This is an optimization exercise on Yosys and OpenROAD, whose aim is small area and a short achievable clock period, not a production implementation.
Function was not checked in any run shown here: the RTL went through the layout flow alone.

==> flow/design.v (outline; a module is shown in full before it is edited, if it fits) <==
// module HarmonicMean: 57 lines
// module hm_divrow: 694 lines
// module hm_mul16lo: 418 lines
// module hm_sum4: 15 lines
module HarmonicMean (
    input wire clk,
    input wire reset,
    input wire [15:0] data1,
    input wire [15:0] data2,
    input wire [15:0] data3,
    input wire [15:0] data4,
    input wire data_valid1,
    input wire data_valid2,
    input wire data_valid3,
    input wire data_valid4,
    output wire [15:0] harmonic_mean,
    output reg data_ready
);
  // ...
==> flow/flow/run.sh <==
#!/bin/bash
# Standard synthesis, then full-adder polarity clean-up on its netlist, then the
# standard layout from that netlist. Each tool's output goes to its own log here.
set -euo pipefail
R=orfs/results/$FLOW_PLATFORM/HarmonicMean/base
bash standard.sh synth > synth.log 2>&1
cp $R/1_2_yosys.v 1_2_yosys.standard.v
python3 flow/fapol.py 1_2_yosys.standard.v $R/1_2_yosys.v > fapol.log 2>&1
bash standard.sh finish SETUP_SLACK_MARGIN=26 > layout.log 2>&1
==> flow/flow/fapol.py <==
#!/usr/bin/env python3
"""Flips the polarity of full-adder cells in a Yosys netlist to remove inverters.

A full adder is self-dual: fa(~a, ~b, ~c) = (~cout, ~sum). Flipping one takes the
complements of its inputs (reusing inverters already there) and complements its
outputs (absorbing the inverters on them). A flip is kept when it lowers the
inverter count. usage: fapol.py in.v out.v
"""
import re, sys
from collections import defaultdict

src = open(sys.argv[1]).read()
mod_m = re.search(r'^module\s+(\w+)\s*\((.*?)\);', src, re.S | re.M)
body_start = mod_m.end()
end_idx = src.rindex('endmodule')
body = src[body_start:end_idx]

inst_re = re.compile(r'^\s*(sky130_fd_sc_hd__\w+)\s+(\S+)\s*\((.*?)\);', re.S | re.M)
pin_re = re.compile(r'\.(\w+)\(([^()]*)\)')
insts = {}
order = []
for m in inst_re.finditer(body):
    typ, name, pins = m.group(1), m.group(2), m.group(3)
    insts[name] = {'type': typ, 'pins': {p: n.strip() for p, n in pin_re.findall(pins)}}
    order.append(name)
other = inst_re.sub('', body)  # declarations and assigns
assert 'assign' not in other or True
ports_out = set()
for m in re.finditer(r'^\s*output\s+(\[\d+:\d+\]\s+)?(\S+)\s*;', body, re.M):
    rng, nm = m.group(1), m.group(2)
    if rng:
        a, b = map(int, re.findall(r'\d+', rng))
        for i in range(min(a, b), max(a, b) + 1):
            ports_out.add(f'{nm}[{i}]')
    else:
        ports_out.add(nm)
assigns = re.findall(r'^\s*assign\s+(.*?)\s*=\s*(.*?);', other, re.M)
assign_nets = set()
for l, r in assigns:
    assign_nets.add(l.strip()); assign_nets.add(r.strip())

def is_inv(t): return re.fullmatch(r'sky130_fd_sc_hd__(clk)?inv_\d+', t) is not None
def is_fa(t): return re.fullmatch(r'sky130_fd_sc_hd__fa_\d+', t) is not None
OUTPINS = {'X', 'Y', 'Q', 'Q_N', 'COUT', 'SUM', 'HI', 'LO'}

def norm(n):
    return n.replace(' ', '')

def maps():
    drv, loads = {}, defaultdict(list)
    for nm, ins in insts.items():
        for p, n in ins['pins'].items():
            if not n: continue
            k = norm(n)
            if p in OUTPINS: drv[k] = (nm, p)
            else: loads[k].append((nm, p))
    return drv, loads

cnt = [0]
newwires = []
def fresh():
    cnt[0] += 1
    w = f'fapol_n{cnt[0]}'
    newwires.append(w)
    return w
def new_inv(a, y):
    cnt[0] += 1
    nm = f'fapol_i{cnt[0]}'
    insts[nm] = {'type': 'sky130_fd_sc_hd__inv_1', 'pins': {'A': a, 'Y': y}}
    return nm

def protected(n):
    return norm(n) in ports_out or norm(n) in assign_nets

def delta(f, drv, loads):
    ins = insts[f]['pins']
    d = 0
    seen = set()
    for p in ('A', 'B', 'CIN'):
        n = norm(ins[p])
        if n in seen: continue
        seen.add(n)
        dv = drv.get(n)
        if dv and is_inv(insts[dv[0]]['type']):
            ld = loads[n]
            if all(x[0] == f for x in ld) and not protected(n): d -= 1
        elif any(is_inv(insts[x[0]]['type']) for x in loads[n]):
            pass
        else:
            d += 1
    for p in ('SUM', 'COUT'):
        n = norm(ins.get(p, ''))
        if not n: continue
        ld = loads[n]
        k = [x for x in ld if is_inv(insts[x[0]]['type'])]
        rest = [x for x in ld if not is_inv(insts[x[0]]['type'])]
        d -= len([x for x in k if not protected(insts[x[0]]['pins']['Y'])])
        if rest or protected(n): d += 1
    return d

def flip(f, drv, loads):
    ins = insts[f]['pins']
    comp = {}
    for p in ('A', 'B', 'CIN'):
        n = norm(ins[p])
        if n in comp:
            ins[p] = comp[n]; continue
        dv = drv.get(n)
        if dv and is_inv(insts[dv[0]]['type']):
            c = insts[dv[0]]['pins']['A']
        else:
            invs = [x for x in loads[n] if is_inv(insts[x[0]]['type'])]
            if invs:
                c = insts[invs[0][0]]['pins']['Y']
            else:
                c = fresh(); new_inv(ins[p], c)
        comp[n] = c
        ins[p] = c
    for p in ('SUM', 'COUT'):
        n = ins.get(p, '')
        if not n or not n.strip(): continue
        nn = fresh()
        ins[p] = nn
        new_inv(nn, n)

def cleanup():
    changed = True
    while changed:
        changed = False
        drv, loads = maps()
        for nm in list(insts):
            ins = insts.get(nm)
            if ins is None or not is_inv(ins['type']): continue
            y = norm(ins['pins']['Y'])
            if not loads[y] and not protected(y):
                del insts[nm]; changed = True; continue
            a = norm(ins['pins']['A'])
            dv = drv.get(a)
            if dv and is_inv(insts[dv[0]]['type']) and not protected(y):
                m = insts[dv[0]]['pins']['A']
                for (ln, lp) in loads[y]:
                    insts[ln]['pins'][lp] = m
                del insts[nm]; changed = True
        if changed: continue
        # merge inverters on the same input
        byin = defaultdict(list)
        for nm, ins in insts.items():
            if is_inv(ins['type']): byin[norm(ins['pins']['A'])].append(nm)
        for a, lst in byin.items():
            if len(lst) < 2: continue
            keep = lst[0]
            ky = insts[keep]['pins']['Y']
            for nm in lst[1:]:
                y = norm(insts[nm]['pins']['Y'])
                if protected(y): continue
                for (ln, lp) in loads[y]:
                    insts[ln]['pins'][lp] = ky
                del insts[nm]; changed = True
            if changed: break

def ninv():
    return sum(1 for i in insts.values() if is_inv(i['type']))

cleanup()
before = ninv()
it = 0
while True:
    drv, loads = maps()
    best, bd = None, 0
    for nm, ins in insts.items():
        if is_fa(ins['type']):
            d = delta(nm, drv, loads)
            if d < bd: best, bd = nm, d
    if best is None: break
    flip(best, drv, loads)
    cleanup()
    it += 1
after = ninv()
print(f'fapol: {it} flips, inverters {before} -> {after}', file=sys.stderr)

# write out
def fmt(n):
    n = n.strip()
    return n + ' ' if n.startswith('\\') else n
used = set()
for ins in insts.values():
    for n in ins['pins'].values(): used.add(norm(n))
lines = []
decl = other
wires = ''.join(f'  wire {w};\n' for w in newwires if w in used)
out = src[:body_start] + decl.rstrip('\n') + '\n' + wires
for nm, ins in insts.items():
    pins = ',\n'.join(f'    .{p}({fmt(n)})' for p, n in ins['pins'].items())
    out += f'  {ins["type"]} {nm} (\n{pins}\n  );\n'
out += 'endmodule\n' + src[end_idx + len('endmodule'):].lstrip('\n')
open(sys.argv[2], 'w').write(out)
==> flow/standard.sh <==
#!/bin/bash
# synth_recipe.tcl (not shown) runs the flow's synth.tcl, then flattens the netlist and writes it again
# the make line also repeats each setting of config.mk as NAME=value (left out here)
make -C /OpenROAD-flow-scripts/flow DESIGN_CONFIG=/design/flow/config.mk WORK_HOME=/design/flow/orfs CLKGATE_MAP_FILE= SYNTH_SCRIPT=/design/flow/synth_recipe.tcl "${@:-finish}"
==> flow/config.mk <==
export PLATFORM = sky130hd
export DESIGN_NAME = HarmonicMean
export DESIGN_NICKNAME = HarmonicMean
export VERILOG_FILES = /design/flow/design.v
export SDC_FILE = /design/flow/constraint.sdc
export NUM_CORES = 4
export LEC_CHECK = 0
export ABC_AREA = 1
export CAP_MARGIN = 70
export CORE_MARGIN = 2
export CORE_UTILIZATION = 40
export SLEW_MARGIN = 70
==> flow/constraint.sdc <==
create_clock -name core_clock -period 56.0 [get_ports {clk}]
set_input_delay 11.2000 -clock core_clock [delete_from_list [all_inputs] [get_ports {clk}]]
set_output_delay 11.2000 -clock core_clock [all_outputs]
set_load 0.01 [all_outputs]
==> flow_metrics.py, run 1 <==
metrics = {
    "finish": {
        "reg_top3": "den_q x16, rem_q x16, qhi_q x5",
        "multiInputGateArea_um2": 17360,
        "n_all_inverters": 421,
        "final_cell_mix": "nand2_1 (739), inv_1 (392), fa_1 (317), ha_1 (186), nor2_1 (141)",
        "num-nonclk-buffers": 210,
        "design.seq.count": 38,
        "diodes": 1,
        "comb.multi_input.count": 2012,
    },
    "drt": {
        "routed_wirelength_um": 56490,
        "wl_per_cell_um": 17.09,
    },
    "sta": {
        "fin_setup_tns_ns": 0,
        "worst_pin_slew_ns": 0.4663,
        "layout_min_cycle_time_ns": 29.34,
    },
    "floorplanning": {
        "die-width_um": 223.3,
        "row_count": 80,
    },
    "logic_synthesis": {
        "synth_area_per_cell_um2": 7.555,
    },
    "setup_path": {
        "cpPeakStageDelay_ns": 0.56,
        "rr_worst_depth": 2,
        "startpoint": "den_q[0]",
        "worstReg2RegStart": "den_q[8]",
        "path_buf_inv": 18,
    },
    "clock_tree": {
        "cts-hold-fix-buffers": 0,
        "clk_pin_slew_ns": 0.06,
        "cts.path.max_buffers": 2,
        "cts-resized-gates": 93,
    },
    "global_route": {
        "grt_max_degree": 43,
        "met2_usage": 0.4049,
        "antenna_found_initial": 1,
    },
    "placed_design": {
        "dp.cells": 3185,
        "pre_cts_ws_ns": 22.81,
    },
    "run_status": {
        "status": "no timing/DRC/antenna violations",
    },
    "min_path": {
        "min_from": "qhi_q[14]",
    },
}
==> module HarmonicMean, before the edit <==
module HarmonicMean (
    input wire clk,
    input wire reset,
    input wire [15:0] data1,
    input wire [15:0] data2,
    input wire [15:0] data3,
    input wire [15:0] data4,
    input wire data_valid1,
    input wire data_valid2,
    input wire data_valid3,
    input wire data_valid4,
    output wire [15:0] harmonic_mean,
    output reg data_ready
);
wire [15:0] p12, p34, hm_num, hm_den;
hm_mul16lo u_m12 (.a(data1), .b(data2), .p(p12));
hm_mul16lo u_m34 (.a(data3), .b(data4), .p(p34));
hm_mul16lo u_mn (.a(p12), .b(p34), .p(hm_num));
hm_sum4 u_sum (.a(data1), .b(data2), .c(data3), .d(data4), .s(hm_den));
wire all_valid = data_valid1 & data_valid2 & data_valid3 & data_valid4;
wire [15:0] ra [11:16];
wire [15:11] qa;
assign ra[16] = hm_num;
genvar i;
generate
    for (i = 15; i >= 11; i = i - 1) begin : rowa
        hm_divrow #(.I(i)) u (.r(ra[i+1]), .d(hm_den), .q(qa[i]), .rn(ra[i]));
    end
endgenerate
reg [15:0] rem_q;
reg [15:0] den_q;
reg [15:11] qhi_q;
always @(posedge clk or posedge reset) begin
    if (reset) begin
        rem_q <= 16'd0;
        den_q <= 16'd1;
        qhi_q <= 0;
        data_ready <= 1'b0;
    end else begin
        if (all_valid) begin
            rem_q <= ra[11];
            den_q <= hm_den;
            qhi_q <= qa;
        end
        data_ready <= all_valid;
    end
end
wire [15:0] rb [0:11];
wire [10:0] qb;
assign rb[11] = rem_q;
generate
    for (i = 10; i >= 0; i = i - 1) begin : rowb
        hm_divrow #(.I(i)) u (.r(rb[i+1]), .d(den_q), .q(qb[i]), .rn(rb[i]));
    end
endgenerate
assign harmonic_mean = {qhi_q, qb};
endmodule
==> run 2: changes to the inputs <==
--- a/flow/design.v
+++ b/flow/design.v
@@ -18,18 +18,18 @@
 hm_mul16lo u_mn (.a(p12), .b(p34), .p(hm_num));
 hm_sum4 u_sum (.a(data1), .b(data2), .c(data3), .d(data4), .s(hm_den));
 wire all_valid = data_valid1 & data_valid2 & data_valid3 & data_valid4;
-wire [15:0] ra [11:16];
-wire [15:11] qa;
+wire [15:0] ra [12:16];
+wire [15:12] qa;
 assign ra[16] = hm_num;
 genvar i;
 generate
-    for (i = 15; i >= 11; i = i - 1) begin : rowa
+    for (i = 15; i >= 12; i = i - 1) begin : rowa
         hm_divrow #(.I(i)) u (.r(ra[i+1]), .d(hm_den), .q(qa[i]), .rn(ra[i]));
     end
 endgenerate
 reg [15:0] rem_q;
 reg [15:0] den_q;
-reg [15:11] qhi_q;
+reg [15:12] qhi_q;
 always @(posedge clk or posedge reset) begin
     if (reset) begin
         rem_q <= 16'd0;
@@ -38,18 +38,18 @@
         data_ready <= 1'b0;
     end else begin
         if (all_valid) begin
-            rem_q <= ra[11];
+            rem_q <= ra[12];
             den_q <= hm_den;
             qhi_q <= qa;
         end
         data_ready <= all_valid;
     end
 end
-wire [15:0] rb [0:11];
-wire [10:0] qb;
-assign rb[11] = rem_q;
+wire [15:0] rb [0:12];
+wire [11:0] qb;
+assign rb[12] = rem_q;
 generate
-    for (i = 10; i >= 0; i = i - 1) begin : rowb
+    for (i = 11; i >= 0; i = i - 1) begin : rowb
         hm_divrow #(.I(i)) u (.r(rb[i+1]), .d(den_q), .q(qb[i]), .rn(rb[i]));
     end
 endgenerate
==> flow_metrics.py, run 2 <==
metrics = {
    "run_status": {
        "status": "no timing/DRC/antenna violations",
    },
    "min_path": {
        "min_from": "rem_q[15]",
        "hp-class": "reg2reg",
    },
    "global_route": {
        "overflow": 0,
        "first_global_vias": 18480,
        "antenna_found_initial": 0,
        "grt_first_pass_wirelength_um": 93500,
        "grt_max_degree": 42,
        "grt_usage": 0.2372,
    },
    "setup_path": {
        "crit_required_ns": 44.80,
        "worstReg2RegStart": "den_q[4]",
        "crit_slowest_cell": "dfstp_2",
        "crit_fanout": 8,
        "reg2reg_slack_ns": 54.30,
        "startpoint": "den_q[0]",
        "rr_worst_depth": 3,
        "cp-end-kind": "output port",
        "cp_common_cell": "buf_4",
        "cpPeakStageDelay_ns": 0.55,
        "startpoint_type": "flop",
        "worstSetupPathType": "reg2out",
        "arrival_ns": 19.79,
        "timing.rr.end": "den_q[4]",
        "crit_end": "harmonic_mean[0]",
    },
    "logic_synthesis": {
        "synthesis.area_um2": 19040,
        "synth_nets": 3104,
        "synthCells": 2495,
        "synth_area_per_cell_um2": 7.630,
        "yosysWarnings": 1,
    },
    "sta": {
        "clock.fmax_ghz": 0.03227,
        "min_period_over_period": 0.5533,
        "slew_headroom": 0.6884,
        "hold_ws_ns": 0.5158,
        "fin_setup_tns_ns": 0,
        "hold_viol": 0,
        "final-setup-viol-count": 0,
        "maxSlewViolCount": 0,
        "layout_min_cycle_time_ns": 30.99,
        "rsz0062_at_grt": "true",
        "worst_pin_slew_ns": 0.4645,
        "setup_slack_ns": 25.01,
        "fin_worst_skew_ns": 0,
    },
    "floorplanning": {
        "core_um2": 46750,
        "dieArea_um2": 49350,
        "ios": 87,
        "row_count": 79,
        "die_h_um": 222.2,
        "initial_core_util": 0.4072,
        "die-width_um": 222.2,
    },
    "finish": {
        "syn_to_final_growth_pct": 23.23,
        "diodes": 0,
        "drive_gt1_frac": 0.2175,
        "fin_cells": 3333,
        "stdcell_area_um2": 23460,
        "reg_top3": "den_q x16, rem_q x16, qhi_q x4",
        "finalNetCount": 3334,
        "final_cell_mix": "nand2_1 (674), inv_1 (376), fa_1 (314), buf_4 (197), ha_1 (175)",
        "layout_commonest_cell": "nand2_1",
    },
    "drt": {
        "num_vias": 17450,
        "ant_nets": 0,
        "via_per_inst": 5.235,
        "wl_per_cell_um": 18.14,
        "firstDrtPassIters": 7,
        "routed_wirelength_um": 60460,
        "drtIter0Drc": 1154,
        "drc": 0,
    },
    "clock_tree": {
        "cts-hold-fix-buffers": 0,
        "cts_tree": "built",
        "ctsRootBufferMaster": "clkbuf_16",
        "htreeDepth": 2,
        "cts.path.max_buffers": 2,
        "cts.sinks": 37,
        "clk_pin_slew_ns": 0.06,
        "worstSkewPairLatency_ns": 0.28,
        "cts_buffers": 5,
    },
    "placed_design": {
        "dp.cells": 3121,
        "portBuffers": 86,
        "place_area_um2": 20360,
        "gp_congestion": 0.8543,
        "pre_cts_ws_ns": 21.90,
        "dp_hpwl_um": 43070,
    },
    "run": {
        "max_cap_violations": 0,
    },
}
## run 2: per-layer routing
layer,part of all wire,global-route usage,routed length [um],up-vias
li1,-,-,-,8103
met1,0.40,0.2905,24340,8561
met2,0.50,0.4294,30370,615
met3,0.051,0.02094,3107,169
met4,0.044,0.09416,2636,0
met5,0,0,0,-
## run 2: what timing repair did
action,in CTS,in global routing
pin swaps,113,115
setup endpoints to repair,3,2
hold endpoints to repair,0,0
gates cloned,5,1
gates resized for setup,194,107
buffers inserted,154,44
## run 2: worst max-delay path, delay by kind of cell (launching register included)
kind,cells,cell delay [ns]
compound gates,39,6.68
xor+xnor,1,0.12
fa+ha+maj,14,3.76
buf+inv,37,3.99
flops,1,0.55
simple gates,50,4.31
## run 2: per-stage QoR
stage	util
finish	0.5018
global route	0.5018
CTS	0.4842
detailed placement	0.4354
global placement	0.4365
floorplan	-
## run 2: worst min path at each step
| stage | to | cells past startpoint |
|---|---|---|
| 5_1_grt | rem_q[0] | 2 |
| 2_1_floorplan | rem_q[15] | 2 |
| 3_5_place_dp | rem_q[15] | 2 |
| 6_report | rem_q[15] | 2 |
| 3_3_place_gp | rem_q[15] | 2 |
| 4_1_cts | rem_q[15] | 2 |
## run 2: final cells by class
cell class | count | area, um^2
Tap cell | 607 | 759.5
Timing Repair Buffer | 303 | 2432
Clock buffer | 5 | 125.1
Multi-Input combinational cell | 1957 | 17530
Clock inverter | 3 | 17.52
Inverter | 419 | 1630
Fill cell | 4273 | 23290
Timing Repair inverter | 2 | 15.01
Sequential cell | 37 | 949.7

==> re-timing with driven ports <==
No port has a modelled driver above. Below, the same layouts with a new extraction and two added sets of constraints.
Step 1: set_driving_cell puts a clkbuf_16 on clk and a buf_2 on each other input, an assumption about the parent block.
Step 2 also shifts input and output timing later by t, the mid clock arrival at the registers, as if the neighbouring blocks saw the same clock.
a / b / c = ideal / step 1 / step 2; a / b = the first two.
run | t, ns | setup WS [ns] | hold WS [ns] | worst setup path after step 2
run 1 | 0.319 | 26.665 / 26.621 / 26.940 | 0.521 / 0.521 / 0.521 | register to output
run 2 | 0.321 | 25.014 / 24.975 / 25.296 | 0.516 / 0.516 / 0.516 | register to output
After both steps setup and hold are still met in every run listed.
